Source: an optimization exercise on an open RTL-to-GDS flow (aim: small area). Production flows keep margins and buffers that such runs may drop.
Only simulation tests tie the RTL to the original design; equivalence was not proved.

// ascon_statmachine_top
module ascon_statmachine_top (
    input logic clk,
    input logic rst_n,
    input logic [63:0] msg_in,
    input logic msg_start,
    input logic msg_last,
    output logic [0:255] hash_out,
    output wire hash_ready
);
export LEC_CHECK = 0
export CAP_MARGIN = 20
export CORE_MARGIN = 2
export CORE_UTILIZATION = 70
export SLEW_MARGIN = 20
create_clock -name core_clock -period 6.0 [get_ports {clk}]
standard.sh (not shown) runs the stock make flow with config.mk's settings and CLKGATE_MAP_FILE= SYNTH_SCRIPT=/design/flow/synth_recipe.tcl, a recipe that flattens the netlist after the stock synthesis.
==> flow/flow/run.sh <==
#!/bin/bash
# ORFS layout with area-oriented changes. Each tool's output goes to the ORFS
# logs under orfs/logs/ and the make output to synth_make.log / layout_make.log.
#  - synthesis: the standard synthesis script, unchanged except that ABC
#    maps for area (flow/area.abc) and full adders are not extracted first;
#    registers, flattening and renaming are as in the standard synthesis
#  - port buffers use the smallest buffer (buf_1) instead of clkdlybuf4s50_1
#  - CTS with clkbuf_8 buffers and without dummy loads
set -euo pipefail
W=$(pwd)
ABC_SCRIPT="$W/flow/area.abc"
{
  head -n 1 "$W/synth_recipe.tcl"
  sed "s#^source \$::env(SCRIPTS_DIR)/synth_preamble.tcl\$#&\nlset abc_args 1 $ABC_SCRIPT#" "$FLOW_HOME/scripts/synth.tcl"
  tail -n +3 "$W/synth_recipe.tcl"
} > "$W/area_synth.tcl"
grep -q "lset abc_args 1" "$W/area_synth.tcl"
bash standard.sh SYNTH_SCRIPT="$W/area_synth.tcl" ADDER_MAP_FILE= synth > synth_make.log 2>&1
export BUFFER_PORTS_ARGS="-buffer_cell sky130_fd_sc_hd__buf_1"
export CTS_ARGS="-sink_clustering_enable -repair_clock_nets -dont_use_dummy_load -buf_list sky130_fd_sc_hd__clkbuf_8"
bash standard.sh > layout_make.log 2>&1
==> flow/flow/area.abc <==
&get -n
&st
&dch
&nf -R 1000
&put
The baseline produced a clean layout.
Rerun with:
--- a/flow/flow/run.sh
+++ b/flow/flow/run.sh
@@ -6,0 +7 @@
+#  - no timing repair at floorplan (REMOVE_ABC_BUFFERS)
@@ -8 +9 @@
-#  - CTS with clkbuf_8 buffers and without dummy loads
+#  - CTS with clkbuf_16 buffers, large sink clusters and without dummy loads
@@ -18,0 +20,3 @@
+# no sizing pass on the unbuffered area-mapped netlist at floorplan; the
+# placement-stage repair_design buffers the high-fanout nets instead
+export REMOVE_ABC_BUFFERS=1
@@ -20 +24 @@
-export CTS_ARGS="-sink_clustering_enable -repair_clock_nets -dont_use_dummy_load -buf_list sky130_fd_sc_hd__clkbuf_8"
+export CTS_ARGS="-sink_clustering_enable -repair_clock_nets -dont_use_dummy_load -buf_list sky130_fd_sc_hd__clkbuf_16 -sink_clustering_size 24 -sink_clustering_max_diameter 120"
Settings changed: CAP_MARGIN 20 to 0, CORE_UTILIZATION 70 to 72, GPL_TIMING_DRIVEN from default to 0, SLEW_MARGIN 20 to 0.
Effect: Now the flow finished but fails on capacitance limit, slew limit. Core utilization is lower by 4.0 points. Setup slack degrades by 0.20 ns. Area after synthesis is unchanged. Worst hold slack degrades by 0.0043 ns. Cell area is lower by about 7%. Wire length is lower by 11%. Clock skew is about the same. Cell count is lower by about 2%.

* * *

Starting RTL as in the previous note.
export LEC_CHECK = 0
export CAP_MARGIN = 20
export CORE_MARGIN = 2
export CORE_UTILIZATION = 85
export SLEW_MARGIN = 20
create_clock -name core_clock -period 6.0 [get_ports {clk}]
==> flow/flow/run.sh <==
#!/bin/bash
# ORFS layout with area-oriented changes. Each tool's output goes to the ORFS
# logs under orfs/logs/ and the make output to synth_make.log / layout_make.log.
#  - synthesis: the standard synthesis script, unchanged except that ABC
#    maps for area (flow/area.abc) and full adders are not extracted first;
#    registers, flattening and renaming are as in the standard synthesis
#  - port buffers use the smallest buffer (buf_1) instead of clkdlybuf4s50_1
#  - CTS with clkbuf_8 buffers and without dummy loads
set -euo pipefail
W=$(pwd)
ABC_SCRIPT="$W/flow/area.abc"
{
  head -n 1 "$W/synth_recipe.tcl"
  sed "s#^source \$::env(SCRIPTS_DIR)/synth_preamble.tcl\$#&\nlset abc_args 1 $ABC_SCRIPT#" "$FLOW_HOME/scripts/synth.tcl"
  tail -n +3 "$W/synth_recipe.tcl"
} > "$W/area_synth.tcl"
grep -q "lset abc_args 1" "$W/area_synth.tcl"
bash standard.sh SYNTH_SCRIPT="$W/area_synth.tcl" ADDER_MAP_FILE= synth > synth_make.log 2>&1
export BUFFER_PORTS_ARGS="-buffer_cell sky130_fd_sc_hd__buf_1"
export CTS_ARGS="-sink_clustering_enable -repair_clock_nets -dont_use_dummy_load -buf_list sky130_fd_sc_hd__clkbuf_8 -sink_clustering_size 24 -sink_clustering_max_diameter 120"
bash standard.sh > layout_make.log 2>&1
Scripts as last shown in full above: flow/flow/area.abc
The starting point ended with an error in 3_1_place_gp_skip_io.
Then changed:
==> flow/flow/run.sh (replaced) <==
#!/bin/bash
# Standard ORFS layout with area-oriented tweaks:
#  - port buffers use the smallest buffer (buf_1) instead of clkdlybuf4s50_1
#  - CTS with small clock buffers and without dummy loads
set -euo pipefail
export BUFFER_PORTS_ARGS="-buffer_cell sky130_fd_sc_hd__buf_1"
export CTS_ARGS="-sink_clustering_enable -repair_clock_nets -dont_use_dummy_load -buf_list sky130_fd_sc_hd__clkbuf_8"
bash standard.sh > orfs_make.log 2>&1
Settings changed: CORE_UTILIZATION 85 to 70.
removed: flow/flow/area.abc
The new run produced a clean layout.
Synthesized area came out higher by 14%.
Synthesized cell count came out higher by 19%.
Then changed:
==> flow/run.sh (new file) <==
#!/bin/bash
# synth_recipe.tcl (not shown) runs the flow's synth.tcl, then flattens the netlist and writes it again
# the make line also repeats each setting of config.mk as NAME=value (left out here)
make -C /OpenROAD-flow-scripts/flow DESIGN_CONFIG=/design/flow/config.mk WORK_HOME=/design/flow/orfs CLKGATE_MAP_FILE= SYNTH_SCRIPT=/design/flow/synth_recipe.tcl finish
Settings changed: CORE_UTILIZATION 70 to 40.
removed: flow/flow/run.sh
removed: flow/standard.sh
Setup slack gains 0.60 ns; synthesized cell count stays the same; synthesized area does not change; wire length falls by a few percent; core utilization falls by 29 points; cell count rises by roughly a tenth; die area rises by well over a third; via count falls by a little under a tenth; flip-flop and latch count is unchanged; first-iteration DRC count falls by a quarter to a third.
Then changed:
==> flow/flow/run.sh (new file) <==
#!/bin/bash
# Standard ORFS layout with area-oriented tweaks:
#  - port buffers use the smallest buffer (buf_1) instead of clkdlybuf4s50_1
#  - CTS with small clock buffers and without dummy loads
set -euo pipefail
export BUFFER_PORTS_ARGS="-buffer_cell sky130_fd_sc_hd__buf_1"
export CTS_ARGS="-sink_clustering_enable -repair_clock_nets -dont_use_dummy_load -buf_list {sky130_fd_sc_hd__clkbuf_4 sky130_fd_sc_hd__clkbuf_8}"
bash standard.sh > orfs_make.log 2>&1
==> flow/standard.sh (new file) <==
#!/bin/bash
# synth_recipe.tcl (not shown) runs the flow's synth.tcl, then flattens the netlist and writes it again
# the make line also repeats each setting of config.mk as NAME=value (left out here)
make -C /OpenROAD-flow-scripts/flow DESIGN_CONFIG=/design/flow/config.mk WORK_HOME=/design/flow/orfs CLKGATE_MAP_FILE= SYNTH_SCRIPT=/design/flow/synth_recipe.tcl "${@:-finish}"
Settings changed: CORE_UTILIZATION 40 to 70.
removed: flow/run.sh
Effect:
- The new run went through all stages and came out clean
- non-clock buffer count drops by 5
- flip-flop and latch count stays the same
- register-to-register slack degrades by 0.60 ns
- setup slack degrades by 0.60 ns
- first-iteration DRC count climbs by 41%
Then changed:
==> flow/flow/run.sh (replaced) <==
#!/bin/bash
# ORFS layout with area-oriented changes. Each tool's output goes to the ORFS
# logs under orfs/logs/ and the make output to synth_make.log / layout_make.log.
#  - synthesis: the standard synthesis script, unchanged except that ABC
#    maps for area (flow/area.abc) and full adders are not extracted first;
#    registers, flattening and renaming are as in the standard synthesis
#  - no timing repair at floorplan (REMOVE_ABC_BUFFERS)
#  - port buffers use the smallest buffer (buf_1) instead of clkdlybuf4s50_1
#  - CTS with clkbuf_8 buffers and without dummy loads
set -euo pipefail
W=$(pwd)
ABC_SCRIPT="$W/flow/area.abc"
{
  head -n 1 "$W/synth_recipe.tcl"
  sed "s#^source \$::env(SCRIPTS_DIR)/synth_preamble.tcl\$#&\nlset abc_args 1 $ABC_SCRIPT#" "$FLOW_HOME/scripts/synth.tcl"
  tail -n +3 "$W/synth_recipe.tcl"
} > "$W/area_synth.tcl"
grep -q "lset abc_args 1" "$W/area_synth.tcl"
bash standard.sh SYNTH_SCRIPT="$W/area_synth.tcl" ADDER_MAP_FILE= synth > synth_make.log 2>&1
# no sizing pass on the unbuffered area-mapped netlist at floorplan; the
# placement-stage repair_design buffers the high-fanout nets instead
export REMOVE_ABC_BUFFERS=1
export BUFFER_PORTS_ARGS="-buffer_cell sky130_fd_sc_hd__buf_1"
export CTS_ARGS="-sink_clustering_enable -repair_clock_nets -dont_use_dummy_load -buf_list sky130_fd_sc_hd__clkbuf_8 -sink_clustering_size 14 -sink_clustering_max_diameter 80"
bash standard.sh > layout_make.log 2>&1
==> flow/flow/area.abc (new file) <==
&get -n
&st
&dch
&nf -R 1000
&put
Settings changed: CORE_UTILIZATION 70 to 72.
Wire length fell by about a fifth. Clock skew came out higher by 0.021 ns. Die area went down by about a fifth. Sequential cell count does not change. Final cell count decreases by roughly a tenth.
Then changed:
--- a/flow/flow/run.sh
+++ b/flow/flow/run.sh
@@ -7,5 +7,5 @@
 #  - no timing repair at floorplan (REMOVE_ABC_BUFFERS)
 #  - port buffers use the smallest buffer (buf_1) instead of clkdlybuf4s50_1
-#  - CTS with clkbuf_8 buffers and without dummy loads
+#  - CTS with clkbuf_16 buffers, large sink clusters and without dummy loads
 set -euo pipefail
 W=$(pwd)
@@ -21,5 +21,7 @@
 # placement-stage repair_design buffers the high-fanout nets instead
 export REMOVE_ABC_BUFFERS=1
+# repair_design buffers high-fanout nets with small buffers only
+export DONT_USE_CELLS="sky130_fd_sc_hd__buf_6 sky130_fd_sc_hd__buf_8 sky130_fd_sc_hd__buf_12 sky130_fd_sc_hd__buf_16 sky130_fd_sc_hd__bufbuf_8 sky130_fd_sc_hd__bufbuf_16"
 export BUFFER_PORTS_ARGS="-buffer_cell sky130_fd_sc_hd__buf_1"
-export CTS_ARGS="-sink_clustering_enable -repair_clock_nets -dont_use_dummy_load -buf_list sky130_fd_sc_hd__clkbuf_8 -sink_clustering_size 14 -sink_clustering_max_diameter 80"
+export CTS_ARGS="-sink_clustering_enable -repair_clock_nets -dont_use_dummy_load -buf_list sky130_fd_sc_hd__clkbuf_16 -sink_clustering_size 24 -sink_clustering_max_diameter 120"
 bash standard.sh > layout_make.log 2>&1
Settings changed: GPL_TIMING_DRIVEN set to 0.
The changed run went through all stages and came out clean. Count of clock-buffer cells in the layout fell by 18. First-iteration DRC count fell slightly. Area after synthesis does not change. Non-clock buffer count is lower by 69. Final area falls slightly. Global-route usage drops by 2.4 points. Sequential cell count stays the same. Fmax drops by a little under a tenth. Wire length falls by a few percent.

[separate check: timing with driven ports]
No port has a modelled driver above. Below, the same layouts with a new extraction and two added sets of constraints. Step 1, drivers: a clkbuf_16 drives clk and a buf_2 each remaining input, both assumed. Step 2 times the ports against the registers' clock, not the clock port: input delays grow and output delays shrink by t, the midpoint of the rising clock arrivals with the driver on. Slacks: no drivers / after step 1 / after step 2; pairs: no drivers / after step 1.
run	t (ns)	slack for setup (ns)	hold WS [ns]	worst setup path after step 2	slew at the worst register clock pin (ns)
the first run of note 1	0.742	0.655 / 0.655 / 0.655	0.437 / 0.437 / 0.437	register to register	0.07 / 0.07
the second run of note 1	0.651	0.457 / 0.457 / 0.457	0.433 / 0.433 / 0.433	register to register	0.12 / 0.12
the second run of note 2	0.736	0.992 / 0.992 / 0.992	0.439 / 0.439 / 0.439	register to register	0.07 / 0.07
the third run of note 2	0.683	1.597 / 1.597 / 1.597	0.436 / 0.436 / 0.436	register to register	0.06 / 0.06
the fourth run of note 2	0.736	0.992 / 0.992 / 0.992	0.439 / 0.439 / 0.439	register to register	0.07 / 0.07
the fifth run of note 2	0.722	1.110 / 1.110 / 1.110	0.422 / 0.406 / 0.434	register to register	0.12 / 0.12
the sixth run of note 2	0.654	0.691 / 0.691 / 0.691	0.419 / 0.419 / 0.419	register to register	0.12 / 0.12
